This design comes from an exercise in tuning for small area on the open sky130 flow, not from production work. Only simulation tests tie the RTL to the original design; equivalence was not proved. No activity file was given, so power comes from the tool's default toggle rates.

--- flow/flow/run.sh ---
#!/bin/bash
# Own layout flow: the standard flow with three changes.
# 1. Synthesis is the standard flow's synthesis script with ABC's area-oriented mapping
#    script (flow/abc_area.script) in place of ORFS's speed script, and
# 2. without ORFS's extraction of full and half adder cells, so that ABC maps
#    all the logic. Neither touches the registers, which stay the standard
#    synthesis's, with the same names and cells.
# 3. The port buffers are the smallest buffer cell.
# 4. Clock tree synthesis inserts no dummy loads.
# Each tool's output goes to a log file in the work folder (and ORFS's logs).
set -euo pipefail
W=$PWD
F=$W/flow
sed -e "s|log_cmd abc {\*}\$abc_args|log_cmd abc -script $F/abc_area.script {*}[lrange \$abc_args 2 end]|" \
    -e 's|^\( *\)extract_fa {\*}\[dont_use_extract_fa_args\]$|\1# extract_fa left out|' \
  "$FLOW_HOME/scripts/synth.tcl" > "$W/synth_area.tcl"
grep -q "abc_area.script" "$W/synth_area.tcl"
grep -q "extract_fa left out" "$W/synth_area.tcl"
sed "s|source \$::env(SCRIPTS_DIR)/synth.tcl|source $W/synth_area.tcl|" "$W/synth_recipe.tcl" > "$W/my_synth.tcl"
grep -q "synth_area.tcl" "$W/my_synth.tcl"
sed "s|$W/synth_recipe.tcl|$W/my_synth.tcl|" "$W/standard.sh" > "$W/my_standard.sh"
grep -q "my_synth.tcl" "$W/my_standard.sh"
bash "$W/my_standard.sh" synth > "$W/synth.log" 2>&1
bash "$W/my_standard.sh" "BUFFER_PORTS_ARGS=-buffer_cell sky130_fd_sc_hd__buf_1" \
  "CTS_ARGS=-sink_clustering_enable -repair_clock_nets -buf_list sky130_fd_sc_hd__clkbuf_8 -dont_use_dummy_load" \
  finish > "$W/layout.log" 2>&1
--- flow/flow/abc_area.script ---
&get -n
&st
&dch
&nf -R 1000 -p
&put
topo
stime -c
--- flow/standard.sh ---
#!/bin/bash
# synth_recipe.tcl (not shown) runs the flow's synth.tcl, then flattens the netlist and writes it again
# the make line also repeats each setting of config.mk as NAME=value (left out here)
make -C /OpenROAD-flow-scripts/flow DESIGN_CONFIG=/design/flow/config.mk WORK_HOME=/design/flow/orfs CLKGATE_MAP_FILE= SYNTH_SCRIPT=/design/flow/synth_recipe.tcl "${@:-finish}"
--- flow/config.mk ---
export PLATFORM = sky130hd
export DESIGN_NAME = pico9
export DESIGN_NICKNAME = pico9
export VERILOG_FILES = /design/flow/design.v
export SDC_FILE = /design/flow/constraint.sdc
export NUM_CORES = 4
export LEC_CHECK = 0
export CAP_MARGIN = 20
export CORE_MARGIN = 2
export CORE_UTILIZATION = 60
export CTS_BUF_LIST = sky130_fd_sc_hd__clkbuf_8
export GPL_TIMING_DRIVEN = 0
export SLEW_MARGIN = 20
--- flow/constraint.sdc ---
create_clock -name core_clock -period 6.5 [get_ports {clk}]
set_input_delay 1.3000 -clock core_clock [delete_from_list [all_inputs] [get_ports {clk}]]
set_output_delay 1.3000 -clock core_clock [all_outputs]
set_load 0.01 [all_outputs]
--- flow/design.v ---
module pico9(clk, reset, port, iord, iowr, data_in, data_out,
	rom_addr, rom_data, mem_addr, mem_we, mem_rdata);
input clk, reset;
input [8:0] data_in;
output iord, iowr;
output [8:0] data_out;
output [IOMSB-1:0] port;
output [8:0] rom_addr;
input [31:0] rom_data;
output [10:0] mem_addr;
output mem_we;
input [8:0] mem_rdata;
localparam IOMSB = 3;
function [11:0] bk11;
	input [10:0] a, b;
	input c;
	integer n, d;
	reg [10:0] g, p, x;
	begin
		x = a ^ b;
		g = a & b;
		p = x;
		g[0] = g[0] | p[0] & c;
		for (d = 1; d < 11; d = d * 2)
			for (n = 2 * d - 1; n < 11; n = n + 2 * d) begin
				g[n] = g[n] | p[n] & g[n - d];
				p[n] = p[n] & p[n - d];
			end
		for (d = 4; d > 0; d = d / 2)
			for (n = 3 * d - 1; n < 11; n = n + 2 * d) begin
				g[n] = g[n] | p[n] & g[n - d];
				p[n] = p[n] & p[n - d];
			end
		bk11 = { g[10], x ^ { g[9:0], c } };
	end
endfunction
function [9:0] bk9;
	input [8:0] a, b;
	input c;
	integer n, d;
	reg [8:0] g, p, x;
	begin
		x = a ^ b;
		g = a & b;
		p = x;
		g[0] = g[0] | p[0] & c;
		for (d = 1; d < 9; d = d * 2)
			for (n = 2 * d - 1; n < 9; n = n + 2 * d) begin
				g[n] = g[n] | p[n] & g[n - d];
				p[n] = p[n] & p[n - d];
			end
		for (d = 4; d > 0; d = d / 2)
			for (n = 3 * d - 1; n < 9; n = n + 2 * d) begin
				g[n] = g[n] | p[n] & g[n - d];
				p[n] = p[n] & p[n - d];
			end
		bk9 = { g[8], x ^ { g[7:0], c } };
	end
endfunction
function [11:0] add11;
	input [10:0] a, b;
	input c;
	integer n;
	reg [11:0] r;
	begin
		r[0] = c;
		for (n = 0; n < 11; n = n + 1) r[n + 1] = a[n] & b[n] | (a[n] ^ b[n]) & r[n];
		add11 = { r[11], a ^ b ^ r[10:0] };
	end
endfunction
function [9:0] add9;
	input [8:0] a, b;
	input c;
	integer n;
	reg [9:0] r;
	begin
		r[0] = c;
		for (n = 0; n < 9; n = n + 1) r[n + 1] = a[n] & b[n] | (a[n] ^ b[n]) & r[n];
		add9 = { r[9], a ^ b ^ r[8:0] };
	end
endfunction
wire [31:0] i = rom_data;
wire [8:0] data;
reg [3:0] flags;
reg [1:0] ph;
reg [1:0] k;			 
wire m1 = ph == 2'd0;
wire m2 = ph == 2'd1;
wire m3 = ph == 2'd2;
wire m4 = ph == 2'd3;
wire alu = ~i[31];
wire pop = i[31] & ~i[30];	 
wire last = k == i[29:28];
wire first = k == 2'd0;
wire contd = alu & ~last;
always @(posedge clk) begin
	if (reset | m1 & |k) ph <= 2'd0;
	else ph <= { ph[1] ^ ph[0], ~ph[0] | ph[1] & contd };
	if (reset) k <= 2'd1;
	else if (m1 | m4 & ~contd) k <= 2'd0;
	else if (m4) k <= k + 2'd1;
end
reg [8:0] pc;
wire [8:0] pc_next = add9(pc, 9'd0, 1'b1);
wire cond_ok = ~i[27] | flags[i[26:25]] ^ i[24];
always @(posedge clk)
	if (reset) pc <= 0;
	else if (m3)
		if (i[31] ? ~i[30] | ~i[29] & ~cond_ok : last)
			pc <= pc_next;
		else if (i[31])
			pc <= i[29:28] == 2'b10 ? data : i[8:0];
assign rom_addr = pc;
reg [10:0] srcptr, dstptr;
reg [10:0] adr;			 
wire shr = alu & &i[26:25];
wire upd = m3 | m4 & last;
wire seld = m1 ? i[31] & i[30] : m2 ? alu : m4 & last;
wire [1:0] mode = seld ? i[22:21] : i[10:9];
wire [8:0] off = upd ? 9'd0 : seld ? i[20:12] : i[8:0];
wire pen = upd | |mode;
wire [10:0] base = pen ? (seld ? dstptr : srcptr) : 11'd0;
wire neg = upd ? mode[0] : shr;
wire [2:0] j = k + (m3 | m4 | m2 & i[31]);
wire [3:0] dj = neg ? 4'd0 - { 1'b0, j } : { 1'b0, j };
wire [10:0] offx = { {2{ pen & off[8] }}, off };
wire [10:0] dx = { {7{ dj[3] }}, dj };
wire [10:0] cs_s = base ^ offx ^ dx;
wire [10:0] cs_c = base & offx | (base ^ offx) & dx;
wire [11:0] adr_y = bk11(cs_s, { cs_c[9:0], 1'b0 }, 1'b0);
always @(posedge clk)
	if (~m3) adr <= adr_y[10:0];
wire isio = ~|adr[10:IOMSB+1];
reg io_q;
reg [IOMSB-1:0] port_q;
always @(posedge clk) begin
	io_q <= isio & ~adr[IOMSB];
	port_q <= adr[IOMSB-1:0];
end
assign data = io_q ? data_in : mem_rdata;
assign mem_addr = adr;
wire ptr_st = pop & i[28] & (ph[1] ^ ph[0]);
wire ptr_ld = pop & ~i[28] & ph[1];
wire [10:0] ptr_d = i[29] ? i[10:0] : { data[2:0], data[7:0] };
wire src_step = m3 & alu & last & i[10];
wire dst_step = m4 & alu & last & i[22];
always @(posedge clk)
	if (reset) srcptr <= 0;
	else if (src_step | ptr_ld & ~i[24])
		srcptr <= ptr_ld ? (m3 ? { srcptr[10:8], ptr_d[7:0] } : { ptr_d[10:8], srcptr[7:0] }) :
			adr_y[10:0];
always @(posedge clk)
	if (reset) dstptr <= 0;
	else if (dst_step | ptr_ld & i[24])
		dstptr <= ptr_ld ? (m3 ? { dstptr[10:8], ptr_d[7:0] } : { ptr_d[10:8], dstptr[7:0] }) :
			adr_y[10:0];
wire wr = m4 & alu & i[27] | m2 & &i[31:28] | ptr_st;
assign mem_we = wr;
assign port = m3 & ~(pop & i[28]) ? port_q : adr[IOMSB-1:0];
assign iord = m2 & alu & isio & ~adr[IOMSB] & ~i[11];
assign iowr = wr & isio & adr[IOMSB];
reg [8:0] src;
wire inv = i[24] & ~(i[26] & i[25]);
always @(posedge clk)
	src <= (i[11] ? first ? i[8:0] : 9'b0 : data) ^ {9{ inv }};
wire cy = ~first & flags[2];
wire [8:0] logic_y = i[25] ?
	i[24] ? ~src | data : src ^ data :
	i[24] ? ~src & data : src;
wire [9:0] add_y = bk9(data, src, cy ^ i[24]);
wire [8:0] shr_y = { |i[29:28] ? { 1'b0, cy } : { cy, src[8] }, src[7:1] };
wire [8:0] alu_y = i[26] ? i[25] ? shr_y : add_y[8:0] : logic_y;
wire [10:0] ptr_v = i[24] ? dstptr : srcptr;
wire [8:0] ptr_y = m3 ? { 6'd0, ptr_v[10:8] } : { 1'b0, ptr_v[7:0] };
assign data_out = i[31] ? i[30] ? pc_next : ptr_y : { last & alu_y[8], alu_y[7:0] };
always @(posedge clk)
	if (reset) flags <= 0;
	else if (alu & m4)
		flags <= {
			shr ? src[0] : add_y[9],
			shr ? src[0] : add_y[8],
			(first | flags[1]) & ~|alu_y[8:0],
			(first | flags[0]) & ~|alu_y[7:0]
		};
endmodule
==> results of run 1 <==
[cell usage in the layout, fill, tap and decap left out, types with 11 or more instances in the layout]
master    netlist  routed
nor2_1        107     107
xor2_1         29      29
xnor2_1        45      45
buf_1           0      81
nor2b_1        15      15
edfxtp_1       11      11
mux2i_1        27      25
o21ai_0        88      86
a21oi_1        65      65
nand2_1        75      75
nand2b_1       11      11
dfxtp_1        52      52
[layer usage]
metal	up-vias	track usage [%]	routed length, um
met5	-	0	0
met4	0	12.0	476
met2	322	56.8	6840
met1	2409	50.4	6370
li1	2503	-	-
met3	43	7.33	1670
[flip-flops by register name, summed over array words and instances, names as in the netlist]
register  cells
adr          11
dstptr       11
flags         4
io_q          1
k             2
pc            9
ph            2
port_q        3
src           9
srcptr       11
[synthesized netlist by cell type, types with 11 or more instances]
cell type	number
edfxtp_1	11
o21ai_0	88
xor2_1	29
nand2b_1	11
nor2_1	107
clkinv_1	11
mux2i_1	27
dfxtp_1	52
nor2b_1	15
a21oi_1	65
nand2_1	75
xnor2_1	45
[through the flow]
| stage | instances | util (%) | worst slack [ps] | instance area (um2) |
|---|---|---|---|---|
| final | 840 | 70.0 | 375 | 5410 |
| after floorplan | 643 | - | 674 | 4770 |
| after global routing | 840 | 70.0 | 39.1 | 5410 |
| after global placement | 830 | 67.5 | -1530 | 5220 |
| after CTS | 840 | 69.6 | 97.3 | 5380 |
| after detailed placement | 831 | 67.9 | -879 | 5240 |
[power breakdown]
| part | leakage, nW | switching (W) | internal, W |
|---|---|---|---|
| registers | 0.540 | 0.0000634 | 0.000497 |
| logic | 1.29 | 0.000542 | 0.000326 |
| clock network | 0.0647 | 0.000142 | 0.000123 |
| total | 1.90 | 0.000747 | 0.000946 |
[cell families (layout without fill, tap and decap cells)]
logic type	count (synthesis)	count (layout)	share of synthesized area, %
mux	34	34	8.26
flops	63	63	28.7
compound gates	211	211	25.5
fa+ha+maj	2	2	0.420
simple gates	248	248	22.6
xor+xnor	74	74	13.6
buf+inv	11	106	0.865
[worst max-delay path by stage]
stage / from / to / cells after the start
global route: rom_data[29] / dstptr[10]$_SDFFE_PP0P_ / 23
finish: data_in[2] / data_out[8] / 18
global placement: rom_data[29] / dstptr[10]$_SDFFE_PP0P_ / 23
CTS: data_in[0] / data_out[8] / 22
floorplan: rom_data[29] / srcptr[10]$_SDFFE_PP0P_ / 22
detailed placement: rom_data[29] / srcptr[10]$_SDFFE_PP0P_ / 23
[layout make-up]
type	count	share of cell area [%]
Sequential cell	63	25.4
Timing Repair Buffer	86	6.36
Tap cell	102	2.36
Clock buffer	9	2.29
Multi-Input combinational cell	569	62.8
Inverter	11	0.833
[repair_timing]
| action | CTS | global route |
|---|---|---|
| hold buffers | 0 | 0 |
| buffers inserted | 0 | 0 |
| endpoints found under the setup margin | 12 | 6 |
| gates cloned | 0 | 0 |
| gates resized for setup | 5 | 12 |
[worst register-to-register path, stage by stage (launching register included)]
cell        delay (ps)
dfxtp_1            510
nor2b_1            580
clkinvlp_4         620
o21ai_1            570
nor2_1             130
a21oi_1            310
o31ai_2            260
a21oi_1            240
nand2b_1           150
a21o_1             220
nand4_1            230
a31o_1             320
or3_1              420
a21oi_1            240
clkinv_1           120
o31a_1             310
xor2_1             220
nand2_1             80
o21ai_0            140
nand2_1             80
a21oi_1            130
==> flow_metrics.tcl, run 1 <==
set metrics [dict create \
    cts_max_level 3 \
    synthFlopType "dfxtp_1" \
    hold_viol_final 0 \
    crit_fanout 7 \
    wl_per_cell_um 18.3 \
    power_w 0.00169 \
    multiInputGateArea_mm2 0.00339 \
    drive_above_1_share_pct 3.39 \
    critPathKind "in2out" \
    critical-path-slowest-cell "mux2i_1" \
    drt-vias-per-instance 6.28 \
    fill_cells 691 \
    grt_start_max_net_pins 26 \
    power.density_mw_per_mm2 313 \
    tritoncts "done" \
    dp_hpwl_um 11400 \
    ys_async_sr_fraction_pct 0 \
    critPathBufInv 2 \
    seq_area_frac_synth_pct 28.7 \
    synth_top_area_share_pct 21.8 \
    synthToLayoutAreaGrowth_pct 13.3 \
    post-route-period-util_pct 94.2 \
    fp-row-count 32 \
    r2r-end "dstptr[10]$_SDFFE_PP0P_" \
    gp_congestion 0.943 \
    ff2ff_setup_slack_ps 520 \
    drv_cap 0 \
    hold_depth 0 \
    antenna_found_initial 0 \
    crit_path_cell_trace "buf_1 -> mux2i_1 -> xnor2_1 -> nand2_1 -> o21ai_0 -> o21ai_0 -> o21a_1 -> a21o_1 -> o21ai_0 -> a21oi_1 -> nor2_1 -> nor2_1 -> xnor2_1 -> nand2_1 -> o41ai_1 -> a21oi_1 -> o32ai_1 -> buf_1" \
    netlist_top_cells_area "dfxtp_1 (22%), o21ai_0 (9.2%), nor2_1 (8.4%)" \
    clk_pin_slew_ps 80 \
    grt_first_pass_wirelength_um 24500 \
    postRouteAntennaNets 0 \
    port_buffers 85 \
    track_usage_pct 36.3 \
    setup_viol 0 \
    synth_area_mm2 0.00477 \
    grt_setup_unrepaired "no" \
    synth_warnings 1 \
    syn_inst 643 \
    synth-seq-cells 63 \
    die_h_um 93.2 \
    r2r_cells 20 \
    cp-end-kind "primary output" \
    tightest_slew_ps 1070 \
    min_period_ps 6120 \
    clockBufferDepth 2 \
    die_x_um 93.2 \
    grt_overflow 0 \
    grt_pass1_vias 4835 \
    finClkSkew_ps 31.2 \
    p_leak_nw 1.90 \
    required_ps 5200 \
    fmax_mhz 163 \
    crit_top_cell "o21ai_0" \
    max_stage_delay_ps 700 \
    cts_num_sinks 63 \
    cp-start-kind "input port" \
    diodes 0 \
    dr.pass1.iters 6 \
    drv_slew 0 \
    hold_class "reg2reg" \
    max-vdd-ir-drop_mv 0.209 \
    die-area_mm2 0.00868 \
    status "no timing/DRC/antenna violations" \
    whs_ps 407 \
    totalWireLength_um 15400 \
    drt_iter0_markers 525 \
    worstHoldStart "adr[1]$_DFFE_PP_" \
    initial_core_util_pct 61.8 \
    vias 5277 \
    core_region_area_mm2 0.00773 \
    area.sequential_mm2 0.00137 \
    tns_ps 0 \
    io_pins 87 \
    nets 792 \
    synth_edf_count 11 \
    cts_buffers 9 \
    cts_root_buffer "clkbuf_8" \
    reg2reg_from "ph[1]$_SDFF_PP0_" \
    arrival_ps 4820 \
    syn_nets 695 \
    path_delay_family "compound AO/OA/AOI/OAI gates" \
    insertion_delay_ps 360 \
    avgSynthCellArea_um2 7.42 \
    synth_cell_types 45 \
    hold_path_end "port_q[1]$_DFF_P_" \
    slew_headroom_pct 28.6 \
    route.detailed.drc 0 \
    synth_top_area_cell "dfxtp_1" \
]
==> inputs of run 2 (changes only) <==
==> flow/flow/abc_area.script (replaced) <==
&get -n
&st
&deepsyn -T 20
&dch
&nf -R 1000 -p
&put
topo
stime -c
==> flow_metrics.tcl, run 2 <==
set metrics [dict create \
    p_comb_share_pct 45.3 \
    synthToLayoutAreaGrowth_pct 18.3 \
    synth_edf_count 11 \
    drive_above_1_share_pct 7.64 \
    tightest_slew_ps 928 \
    dr.pass1.iters 6 \
    synth_top_family_by_area "compound AO/OA/AOI/OAI gates" \
    worstHoldStart "adr[2]$_DFFE_PP_" \
    cts_buffers 9 \
    status "no timing/DRC/antenna violations" \
    post-route-period-util_pct 97.7 \
    pwr-share-clk_pct 18.1 \
    arrival_ps 6610 \
    synthMuxAreaShare_pct 5.42 \
    seq_area_frac_synth_pct 30.2 \
    reg2reg_from "ph[1]$_SDFF_PP0_" \
    hold_depth 0 \
    die_h_um 91.1 \
    port_buffers 85 \
    min_period_ps 6350 \
    required_ps 6760 \
    track_usage_pct 37.5 \
    cts_hold_buf 0 \
    gp_congestion 0.939 \
    grt_first_pass_wirelength_um 24700 \
    max-vdd-ir-drop_mv 0.162 \
    r2r-end "dstptr[10]$_SDFFE_PP0P_" \
    diodes 0 \
    die_x_um 91.1 \
    netlist_top_cells_area "dfxtp_1 (23%), edfxtp_1 (7.3%), o21ai_0 (6.7%)" \
    synth_area_mm2 0.00455 \
    hold_class "reg2reg" \
    insertion_delay_ps 340 \
    largestRegisters "adr: 11 flops, dstptr: 11 flops, srcptr: 11 flops" \
    max_stage_delay_ps 410 \
    design_area_mm2 0.00538 \
    ff2ff_setup_slack_ps 480 \
    cts_max_level 3 \
    fmax_mhz 157 \
    critPathKind "in2reg" \
    wl_per_cell_um 19.6 \
    power_w 0.00146 \
    cp-end-kind "flop" \
    hold_path_end "port_q[2]$_DFF_P_" \
    antenna_found_initial 0 \
    grt_overflow 0 \
    p_leak_nw 1.84 \
    synth_warnings 1 \
    yosys.area_share.simple_pct 23.7 \
    avgSynthCellArea_um2 7.75 \
    r2r_cells 22 \
    synth_cell_types 49 \
    final_common_cell "buf_1" \
    fill_cells 618 \
    drt_iter0_markers 567 \
    cts_root_buffer "clkbuf_8" \
    nets 748 \
    clk_pin_slew_ps 70 \
    dp_hpwl_um 11500 \
    grt_start_max_net_pins 22 \
    critical-path-slowest-cell "maj3_1" \
    synth-seq-cells 63 \
    ys_async_sr_fraction_pct 0 \
    syn_nets 639 \
    totalWireLength_um 15500 \
    drt-vias-per-instance 6.54 \
    cts_num_sinks 63 \
    route.detailed.drc 0 \
    synth-compound-area-share_pct 28.1 \
    synth_top_area_share_pct 22.9 \
    grt_pass1_vias 4897 \
    dpl-instance-area_mm2 0.00500 \
    fp-row-count 31 \
    p_sw_share_pct 41.1 \
    slew_headroom_pct 37.6 \
    hold_viol_final 0 \
    core_region_area_mm2 0.00729 \
    synth-xor-area-share_pct 10.8 \
    synthTopCellsByCount "nor2_1 (80), nand2_1 (68), o21ai_0 (61), dfxtp_1 (52), a21oi_1 (48)" \
    setup_viol 0 \
    internal-power_w 0.000858 \
    tritoncts "done" \
    clockBufferDepth 2 \
    power.density_mw_per_mm2 271 \
    yosysMostFrequentCell "nor2_1" \
    die-area_mm2 0.00829 \
    synthFlopType "dfxtp_1" \
    postRouteAntennaNets 0 \
    power.share.sequential_pct 36.6 \
    power.switching_w 0.000597 \
    tns_ps 0 \
    synth_top_area_cell "dfxtp_1" \
    initial_core_util_pct 62.4 \
    final_cell_mix "buf_1 (80), nor2_1 (78), nand2_1 (67)" \
    syn_inst 587 \
    yosys.area_share.adder_pct 1.10 \
    cp-start-kind "input port" \
    io_pins 87 \
    drv_cap 0 \
    drv_slew 0 \
    crit_fanout 14 \
    finClkSkew_ps 16.4 \
    vias 5186 \
]
## run 2: changes by cell type in the layout (fill, tap and decap cells not counted), sizes merged, moves of 15 or more
cell   delta
mux2i    -17
a21oi    -17
o21ai    -27
xnor2    -15
nor2     -27
a22o     +15
## run 2: critical path: cells and delay by family
family          cells  cell delay (ps)
compound gates     11             2110
simple gates        5              850
fa+ha+maj           2              720
xor+xnor            4              820
buf+inv             3              400
mux                 3              400
## run 2: final cells by class
class	count	area [um2]	area share, %
Timing Repair Buffer	98	430	8.00
Inverter	9	41.3	0.768
Clock buffer	9	124	2.30
Tap cell	99	124	2.30
Sequential cell	63	1370	25.5
Multi-Input combinational cell	515	3290	61.1
## run 2: logic make-up (layout without fill, tap and decap cells)
| logic type | Yosys count | count (layout) |
|---|---|---|
| flops | 63 | 63 |
| buf+inv | 9 | 116 |
| xor+xnor | 56 | 56 |
| mux | 22 | 22 |
| simple gates | 234 | 234 |
| fa+ha+maj | 5 | 5 |
| compound gates | 198 | 198 |
## run 2: metal layers
metal	up-vias	track usage [%]	part of all wire (%)
li1	2404	-	-
met5	-	0	0
met1	2418	49.2	41
met4	0	16.7	3.1
met3	44	7.47	10
met2	320	59.8	46
## run 2: timing repair
item | 4_1_cts | 5_1_grt
setup buffers | 5 | 8
resized for setup | 25 | 24
gates cloned | 0 | 0
setup endpoints to repair | 18 | 7
pin swaps | 3 | 6
## run 2: power groups by stage
stage	clock [W]	combinational [W]	sequential (W)
finish	0.000263	0.000660	0.000532
global route	0.000275	0.000716	0.000542
CTS	0.000261	0.000602	0.000529
detailed placement	0	0.000560	0.000537
global placement	0	0.000542	0.000531
floorplan	0	0.000369	0.000544
## run 2: worst max-delay path by stage
| stage | from | endpoint | depth (start not counted) |
|---|---|---|---|
| after floorplan | rom_data[28] | dstptr[10]$_SDFFE_PP0P_ | 26 |
| after global placement | rom_data[31] | dstptr[10]$_SDFFE_PP0P_ | 26 |
| after detailed placement | rom_data[31] | srcptr[10]$_SDFFE_PP0P_ | 26 |
| after CTS | rom_data[28] | dstptr[10]$_SDFFE_PP0P_ | 27 |
| after global routing | rom_data[29] | dstptr[10]$_SDFFE_PP0P_ | 28 |
| final | rom_data[29] | dstptr[10]$_SDFFE_PP0P_ | 28 |
## run 2: per-stage QoR
stage | util (%) | setup slack [ps] | hold WS (ps) | instances
after global routing | 73.8 | -186 | 402 | 793
after CTS | 72.1 | 26.8 | 394 | 785
final | 73.8 | 150 | 392 | 793
after floorplan | - | 63.5 | 429 | 587
after detailed placement | 68.6 | -1730 | 378 | 771
after global placement | 68.4 | -1870 | 367 | 771
==> inputs of run 3 (changes only) <==
--- a/flow/design.v
+++ b/flow/design.v
@@ -141,6 +141,6 @@
 assign mem_addr = adr;
 wire ptr_st = pop & i[28] & (ph[1] ^ ph[0]);
-wire ptr_ld = pop & ~i[28] & ph[1];
-wire [10:0] ptr_d = i[29] ? i[10:0] : { data[2:0], data[7:0] };
+wire ptr_ld = pop & ~i[28] & m4;
+wire [10:0] ptr_d = i[29] ? i[10:0] : { data[2:0], src[7:0] };
 wire src_step = m3 & alu & last & i[10];
 wire dst_step = m4 & alu & last & i[22];
@@ -148,10 +148,10 @@
 	if (reset) srcptr <= 0;
 	else if (src_step | ptr_ld & ~i[24])
-		srcptr <= ptr_ld ? (m3 ? { srcptr[10:8], ptr_d[7:0] } : { ptr_d[10:8], srcptr[7:0] }) :
+		srcptr <= ptr_ld ? ptr_d :
 			adr_y[10:0];
 always @(posedge clk)
 	if (reset) dstptr <= 0;
 	else if (dst_step | ptr_ld & i[24])
-		dstptr <= ptr_ld ? (m3 ? { dstptr[10:8], ptr_d[7:0] } : { ptr_d[10:8], dstptr[7:0] }) :
+		dstptr <= ptr_ld ? ptr_d :
 			adr_y[10:0];
 wire wr = m4 & alu & i[27] | m2 & &i[31:28] | ptr_st;
@@ -161,7 +161,7 @@
 assign iowr = wr & isio & adr[IOMSB];
 reg [8:0] src;
-wire inv = i[24] & ~(i[26] & i[25]);
+wire inv = alu & i[24] & ~(i[26] & i[25]);
 always @(posedge clk)
-	src <= (i[11] ? first ? i[8:0] : 9'b0 : data) ^ {9{ inv }};
+	src <= (alu & i[11] ? first ? i[8:0] : 9'b0 : data) ^ {9{ inv }};
 wire cy = ~first & flags[2];
 wire [8:0] logic_y = i[25] ?
==> flow_metrics.tcl, run 3 <==
set metrics [dict create \
    grt_first_pass_wirelength_um 24100 \
    cts_max_level 3 \
    synth_top_family_by_area "compound AO/OA/AOI/OAI gates" \
    area.sequential_mm2 0.00137 \
    fmax_mhz 160 \
    synth-compound-area-share_pct 29.2 \
    synthTopCellsByCount "nand2_1 (93), nor2_1 (62), dfxtp_1 (52), o21ai_0 (49), a21oi_1 (41)" \
    clockBufferDepth 2 \
    min_period_ps 6270 \
    drv_slew 0 \
    nets 738 \
    tritoncts "done" \
    largestRegisters "adr: 11 flops, dstptr: 11 flops, srcptr: 11 flops" \
    multiInputGateArea_mm2 0.00319 \
    gp_congestion 0.951 \
    slew_headroom_pct 25.1 \
    hold_class "reg2reg" \
    core_region_area_mm2 0.00725 \
    setup_viol 0 \
    avgSynthCellArea_um2 7.75 \
    insertion_delay_ps 360 \
    dpl-instance-area_mm2 0.00493 \
    critPathKind "in2reg" \
    track_usage_pct 37.1 \
    die-area_mm2 0.00818 \
    wl_per_cell_um 19.7 \
    hold_viol_final 0 \
    antenna_found_initial 0 \
    grt_pass1_vias 4779 \
    final_common_cell "nand2_1" \
    design_area_mm2 0.00530 \
    fill_cells 629 \
    ff2ff_setup_slack_ps 420 \
    synth_area_mm2 0.00449 \
    clk_pin_slew_ps 80 \
    p_leak_nw 1.85 \
    diodes 0 \
    port_buffers 85 \
    cts_num_sinks 63 \
    setup.worst_path.start "rom_data[31]" \
    reg2reg_from "ph[1]$_SDFF_PP0_" \
    syn_inst 579 \
    synth-xor-area-share_pct 10.3 \
    drt-vias-per-instance 6.61 \
    cts_buffers 9 \
    syn_nets 631 \
    max_stage_delay_ps 360 \
    required_ps 6730 \
    drt_iter0_markers 627 \
    synth_top_area_cell "dfxtp_1" \
    totalWireLength_um 15400 \
    synth_top_area_share_pct 23.2 \
    synthMuxAreaShare_pct 4.85 \
    synthToLayoutAreaGrowth_pct 18.2 \
    grt_overflow 0 \
    yosys.area_share.simple_pct 22.6 \
    tightest_slew_ps 1120 \
    yosysMostFrequentCell "nand2_1" \
    die_h_um 90.5 \
    drv_cap 0 \
    yosys.area_share.adder_pct 0.893 \
    cp.depth 32 \
    crit_fanout 22 \
    finClkSkew_ps 29.2 \
    synth-seq-cells 63 \
    grt_start_max_net_pins 23 \
    postRouteAntennaNets 0 \
    route.detailed.drc 0 \
    cp-start-kind "input port" \
    cts_root_buffer "clkbuf_8" \
    critical-path-slowest-cell "maj3_2" \
    netlist_top_cells_area "dfxtp_1 (23%), nand2_1 (7.8%), edfxtp_1 (7.4%)" \
    max-vdd-ir-drop_mv 0.209 \
    status "no timing/DRC/antenna violations" \
    critPathBufInv 2 \
    ys_async_sr_fraction_pct 0 \
    seq_area_frac_synth_pct 30.6 \
    final_cell_mix "nand2_1 (90), buf_1 (80), nor2_1 (60)" \
    r2r-end "srcptr[10]$_SDFFE_PP0P_" \
    arrival_ps 6500 \
    die_x_um 90.5 \
    synth_warnings 1 \
    synthFlopType "dfxtp_1" \
    initial_core_util_pct 61.8 \
    cp-end-kind "flop" \
    io_pins 87 \
    critPathCapture "srcptr[10]$_SDFFE_PP0P_" \
    synth_cell_types 45 \
    dr.pass1.iters 9 \
    synth_edf_count 11 \
    power.density_mw_per_mm2 304 \
    post-route-period-util_pct 96.4 \
    vias 5175 \
    path_delay_family "compound AO/OA/AOI/OAI gates" \
    drive_above_1_share_pct 7.89 \
    r2r_cells 31 \
    crit_top_cell "nor2_1" \
    fp-row-count 31 \
    dp_hpwl_um 11300 \
    cts_hold_buf 0 \
    tns_ps 0 \
]
==> run 3: cell types whose count changed in the layout (fill, tap and decap cells not counted), sizes merged, moves of 10 or more <==
cell,delta
nor2,-18
a22oi,+14
nand2,+25
clkinv,+10
o21ai,-12
==> run 3: routing by layer <==
metal / track usage [%] / up-vias / wire length (um)
met5: 0 / - / 0
met4: 15.8 / 0 / 595
met3: 7.43 / 57 / 1640
met2: 59.8 / 341 / 6930
met1: 48.4 / 2408 / 6240
li1: - / 2369 / -
==> run 3: repair_timing <==
item                       in CTS  in global routing
setup endpoints to repair      20                 16
resized for setup              25                 29
buffers inserted                4                  7
pin swaps                       3                 16
==> run 3: how the worst min path moves through the flow <==
stage | startpoint | endpoint | slack, ps | depth (start not counted)
after global routing | adr[0]$_DFFE_PP_ | port_q[0]$_DFF_P_ | 410 | 0
final | adr[2]$_DFFE_PP_ | port_q[2]$_DFF_P_ | 400 | 0
after detailed placement | adr[0]$_DFFE_PP_ | port_q[0]$_DFF_P_ | 380 | 0
after CTS | adr[0]$_DFFE_PP_ | port_q[0]$_DFF_P_ | 400 | 0
after global placement | adr[0]$_DFFE_PP_ | port_q[0]$_DFF_P_ | 370 | 0
after floorplan | adr[0]$_DFFE_PP_ | port_q[0]$_DFF_P_ | 430 | 0
==> run 3: power breakdown <==
group / internal [W] / leakage (nW) / switching (W)
clock network: 0.000123 / 0.0647 / 0.000143
logic: 0.000309 / 1.25 / 0.000492
registers: 0.000487 / 0.541 / 0.0000607
==> run 3: cell families (layout without fill, tap and decap cells) <==
family | count (synthesis) | after routing
AO/OA/AOI/OAI | 196 | 196
XOR/XNOR | 53 | 53
adder cells (fa/ha/maj) | 4 | 4
buffers and inverters | 18 | 123
flip-flops | 63 | 63
multiplexers | 19 | 19
AND/OR/NAND/NOR | 226 | 226
==> run 3: final cells by class <==
| cell class | count | share of cell area, % |
|---|---|---|
| Timing Repair Buffer | 96 | 7.97 |
| Sequential cell | 63 | 25.9 |
| Multi-Input combinational cell | 498 | 60.2 |
| Clock buffer | 9 | 2.34 |
| Tap cell | 99 | 2.34 |
| Inverter | 18 | 1.32 |
==> run 3: stage by stage <==
| stage | util, % | total power (W) | cells | hold slack (ps) | worst slack (ps) |
|---|---|---|---|---|---|
| 5_1_grt | 73.1 | 0.00170 | 783 | 413 | -58.7 |
| 4_1_cts | 71.0 | 0.00152 | 776 | 402 | 6.50 |
| 6_report | 73.1 | 0.00161 | 783 | 399 | 234 |
| 3_5_place_dp | 68.0 | 0.00122 | 763 | 383 | -1700 |
| 3_3_place_gp | 67.9 | 0.00120 | 763 | 365 | -1630 |
| 2_1_floorplan | - | 0.00102 | 579 | 429 | 58.1 |
==> run 3: worst register-to-register path: cells and delay by family (launching register included) <==
family	cells	cell delay [ps]
compound gates	10	1590
fa+ha+maj	1	360
mux	2	460
xor+xnor	3	590
flops	1	560
simple gates	15	2400
==> inputs of run 4 (changes only) <==
--- a/flow/config.mk
+++ b/flow/config.mk
@@ -8,5 +8,5 @@
 export CAP_MARGIN = 20
 export CORE_MARGIN = 2
-export CORE_UTILIZATION = 60
+export CORE_UTILIZATION = 50
 export CTS_BUF_LIST = sky130_fd_sc_hd__clkbuf_8
 export GPL_TIMING_DRIVEN = 0
==> flow_metrics.tcl, run 4 <==
set metrics [dict create \
    initial_core_util_pct 51.4 \
    die_h_um 98.7 \
    r2r_cells 32 \
    fmax_mhz 159 \
    power.density_mw_per_mm2 306 \
    hold_viol_final 0 \
    seq_area_frac_synth_pct 30.6 \
    met3_usage_pct 5.32 \
    largestRegisters "adr: 11 flops, dstptr: 11 flops, srcptr: 11 flops" \
    worst_slack_ps 218 \
    critical-path-slowest-cell "maj3_2" \
    critPathKind "in2reg" \
    synth_warnings 1 \
    drive_above_1_share_pct 9.02 \
    synth-compound-area-share_pct 29.2 \
    yosys.area_share.simple_pct 22.6 \
    status "no timing/DRC/antenna violations" \
    yosysMostFrequentCell "nand2_1" \
    max_stage_delay_ps 360 \
    avgSynthCellArea_um2 7.75 \
    route.detailed.drc 0 \
    synth_edf_count 11 \
    r2r-end "dstptr[10]$_SDFFE_PP0P_" \
    die-area_mm2 0.00974 \
    syn_inst 579 \
    final_common_cell "nand2_1" \
    vias 5097 \
    dp_hpwl_um 11800 \
    fp-row-count 34 \
    port_buffers 85 \
    crit_fanout 22 \
    reg2reg_from "ph[1]$_SDFF_PP0_" \
    cp-start-kind "input port" \
    synthMuxAreaShare_pct 4.85 \
    synth_cell_types 45 \
    cts_buffers 9 \
    dpl-instance-area_mm2 0.00495 \
    antenna_found_initial 0 \
    io_pins 87 \
    critPathBufInv 2 \
    p_comb_share_pct 50.4 \
    max-vdd-ir-drop_mv 0.157 \
    wl_per_cell_um 19.7 \
    grt_start_max_net_pins 23 \
    grt_busiest_layer "met2" \
    yosys.area_share.adder_pct 0.893 \
    critPathCapture "dstptr[10]$_SDFFE_PP0P_" \
    insertion_delay_ps 350 \
    syn_nets 631 \
    drt_iter0_markers 495 \
    cp.depth 33 \
    pwr-share-clk_pct 16.2 \
    cp-end-kind "flop" \
    power.share.sequential_pct 33.4 \
    p_leak_nw 1.87 \
    grt_pass1_vias 4787 \
    internal-power_w 0.000937 \
    path_delay_family "simple AND/OR/NAND/NOR gates" \
    power.switching_w 0.000706 \
    arrival_ps 6520 \
    grt_first_pass_wirelength_um 24500 \
    die_x_um 98.7 \
    finClkSkew_ps 25.5 \
    design_area_mm2 0.00536 \
    synth-xor-area-share_pct 10.3 \
    grt_use_met2_pct 49.2 \
    dp_slack_ps -1830 \
    diodes 0 \
    tritoncts "done" \
    nets 741 \
    drt-vias-per-instance 6.41 \
    synthTopCellsByCount "nand2_1 (93), nor2_1 (62), dfxtp_1 (52), o21ai_0 (49), a21oi_1 (41)" \
    crit_top_cell "nor2_1" \
    synth_top_area_share_pct 23.2 \
    track_usage_pct 32.0 \
    slew_headroom_pct 28.0 \
    postRouteAntennaNets 0 \
    power_w 0.00164 \
    min_period_ps 6280 \
    ys_async_sr_fraction_pct 0 \
    dr.pass1.iters 7 \
    synth_area_mm2 0.00449 \
    tns_ps 0 \
    grt_setup_unrepaired "yes" \
    netlist_top_cells_area "dfxtp_1 (23%), nand2_1 (7.8%), edfxtp_1 (7.4%)" \
    groute.layer.met1.usage_pct 44.7 \
    tightest_slew_ps 1070 \
    cts_root_buffer "clkbuf_8" \
    clockBufferDepth 2 \
    final_cell_mix "nand2_1 (90), buf_1 (80), nor2_1 (59)" \
    ff2ff_setup_slack_ps 400 \
    drv_slew 0 \
    core_region_area_mm2 0.00872 \
    post-route-period-util_pct 96.6 \
    synth-seq-cells 63 \
    totalWireLength_um 15700 \
    cts_num_sinks 63 \
    dp.cells 772 \
    setup_viol 0 \
    hold_class "reg2reg" \
    p_sw_share_pct 43.0 \
    required_ps 6740 \
    gp_congestion 0.979 \
    grt_overflow 0 \
    setup.worst_path.start "rom_data[31]" \
    synth_top_area_cell "dfxtp_1" \
    final_cells 795 \
    synth_top_family_by_area "compound AO/OA/AOI/OAI gates" \
    synthFlopType "dfxtp_1" \
    cts_max_level 3 \
    cts_hold_buf 0 \
    clk_pin_slew_ps 70 \
    synthToLayoutAreaGrowth_pct 19.6 \
    drv_cap 0 \
]
## run 4: cell counts after synthesis
No cell type changed its count.
## run 4: logic make-up (layout without fill, tap and decap cells)
group	Yosys count	after routing
AND/OR/NAND/NOR	226	226
AO/OA/AOI/OAI	196	196
flip-flops	63	63
XOR/XNOR	53	53
multiplexers	19	19
buffers and inverters	18	126
adder cells (fa/ha/maj)	4	4
## run 4: how the worst min path moves through the flow
stage	slack (ps)	to	depth (start not counted)	from
final	390	port_q[0]$_DFF_P_	0	adr[0]$_DFFE_PP_
after global routing	410	port_q[0]$_DFF_P_	0	adr[0]$_DFFE_PP_
after CTS	390	port_q[0]$_DFF_P_	0	adr[0]$_DFFE_PP_
after detailed placement	380	port_q[0]$_DFF_P_	0	adr[0]$_DFFE_PP_
after global placement	360	port_q[0]$_DFF_P_	0	adr[0]$_DFFE_PP_
after floorplan	430	port_q[0]$_DFF_P_	0	adr[0]$_DFFE_PP_
## run 4: area by class of cell
| class | count | area, um2 |
|---|---|---|
| clock buffer | 9 | 124 |
| fill | 837 | 3360 |
| inverter | 18 | 70.1 |
| multi-input combinational | 498 | 3220 |
| sequential | 63 | 1370 |
| tap | 108 | 135 |
| timing repair buffer | 99 | 439 |
## run 4: power by group through the flow
| stage | logic, W | clock network (W) | registers [W] |
|---|---|---|---|
| 5_1_grt | 0.000898 | 0.000280 | 0.000559 |
| 2_1_floorplan | 0.000459 | 0 | 0.000559 |
| 3_5_place_dp | 0.000678 | 0 | 0.000553 |
| 6_report | 0.000828 | 0.000267 | 0.000548 |
| 4_1_cts | 0.000717 | 0.000268 | 0.000546 |
| 3_3_place_gp | 0.000663 | 0 | 0.000549 |
## run 4: worst register-to-register path: cells and delay by family, from the launching register on
family	cells	cell delay, ps
buffers and inverters	1	160
xor gates and xnor gates	4	740
and+or+nand+nor	14	2060
adders and majority gates	2	650
DFF	1	570
muxes	2	510
AOI/OAI and AO/OA	9	1320
## run 4: per-layer routing
metal	share of wire [%]	up-vias
li1	-	2378
met4	3.8	0
met5	0	-
met2	45	287
met1	42	2381
met3	9.3	51
## run 4: timing repair
| action | in CTS | in global routing |
|---|---|---|
| setup buffers | 4 | 10 |
| pin swaps | 3 | 16 |
| gates resized for setup | 27 | 28 |
| setup endpoints to repair | 20 | 14 |
## run 4: metrics by stage
step | hold WS (ps) | utilization (%)
after floorplan | 429 | -
after global placement | 365 | 56.6
after detailed placement | 376 | 56.7
after CTS | 391 | 59.2
after global routing | 407 | 61.5
final | 392 | 61.5

## port drivers added, routing unchanged
Ports are ideal in the flow. The routed layouts listed here were re-timed in OpenROAD. Step 1 (the two cells are an assumption about what drives the block):
set clk [get_ports {clk}]
set_driving_cell -lib_cell sky130_fd_sc_hd__clkbuf_16 $clk
set_driving_cell -lib_cell sky130_fd_sc_hd__buf_2 [delete_from_list [all_inputs] $clk]
Step 2 times the ports against the registers' clock, not the clock port: input delays grow and output delays shrink by t, the midpoint of the rising clock arrivals with the driver on. Slacks: no drivers / after step 1 / after step 2; pairs: no drivers / after step 1.
run | t, ns | slack for setup (ns) | worst hold slack (ns) | worst register clock-pin slew, ns | worst data-port slew with drivers (ns)
run 1 | 0.371 | 0.375 / 0.354 / 0.055 | 0.407 / 0.407 / 0.407 | 0.08 / 0.08 | 0.03
run 2 | 0.371 | 0.150 / 0.164 / -0.207 | 0.392 / 0.392 / 0.392 | 0.07 / 0.07 | 0.03
run 3 | 0.380 | 0.234 / 0.236 / -0.144 | 0.399 / 0.399 / 0.399 | 0.08 / 0.08 | 0.05
run 4 | 0.370 | 0.218 / 0.214 / -0.156 | 0.392 / 0.392 / 0.392 | 0.07 / 0.07 | 0.04
Met with ideal ports but missed after step 2: setup timing in run 2, run 3 and run 4. For run 3, which loses most, drivers alone change the setup slack by +0.002 ns; drivers and shift together by -0.378 ns.
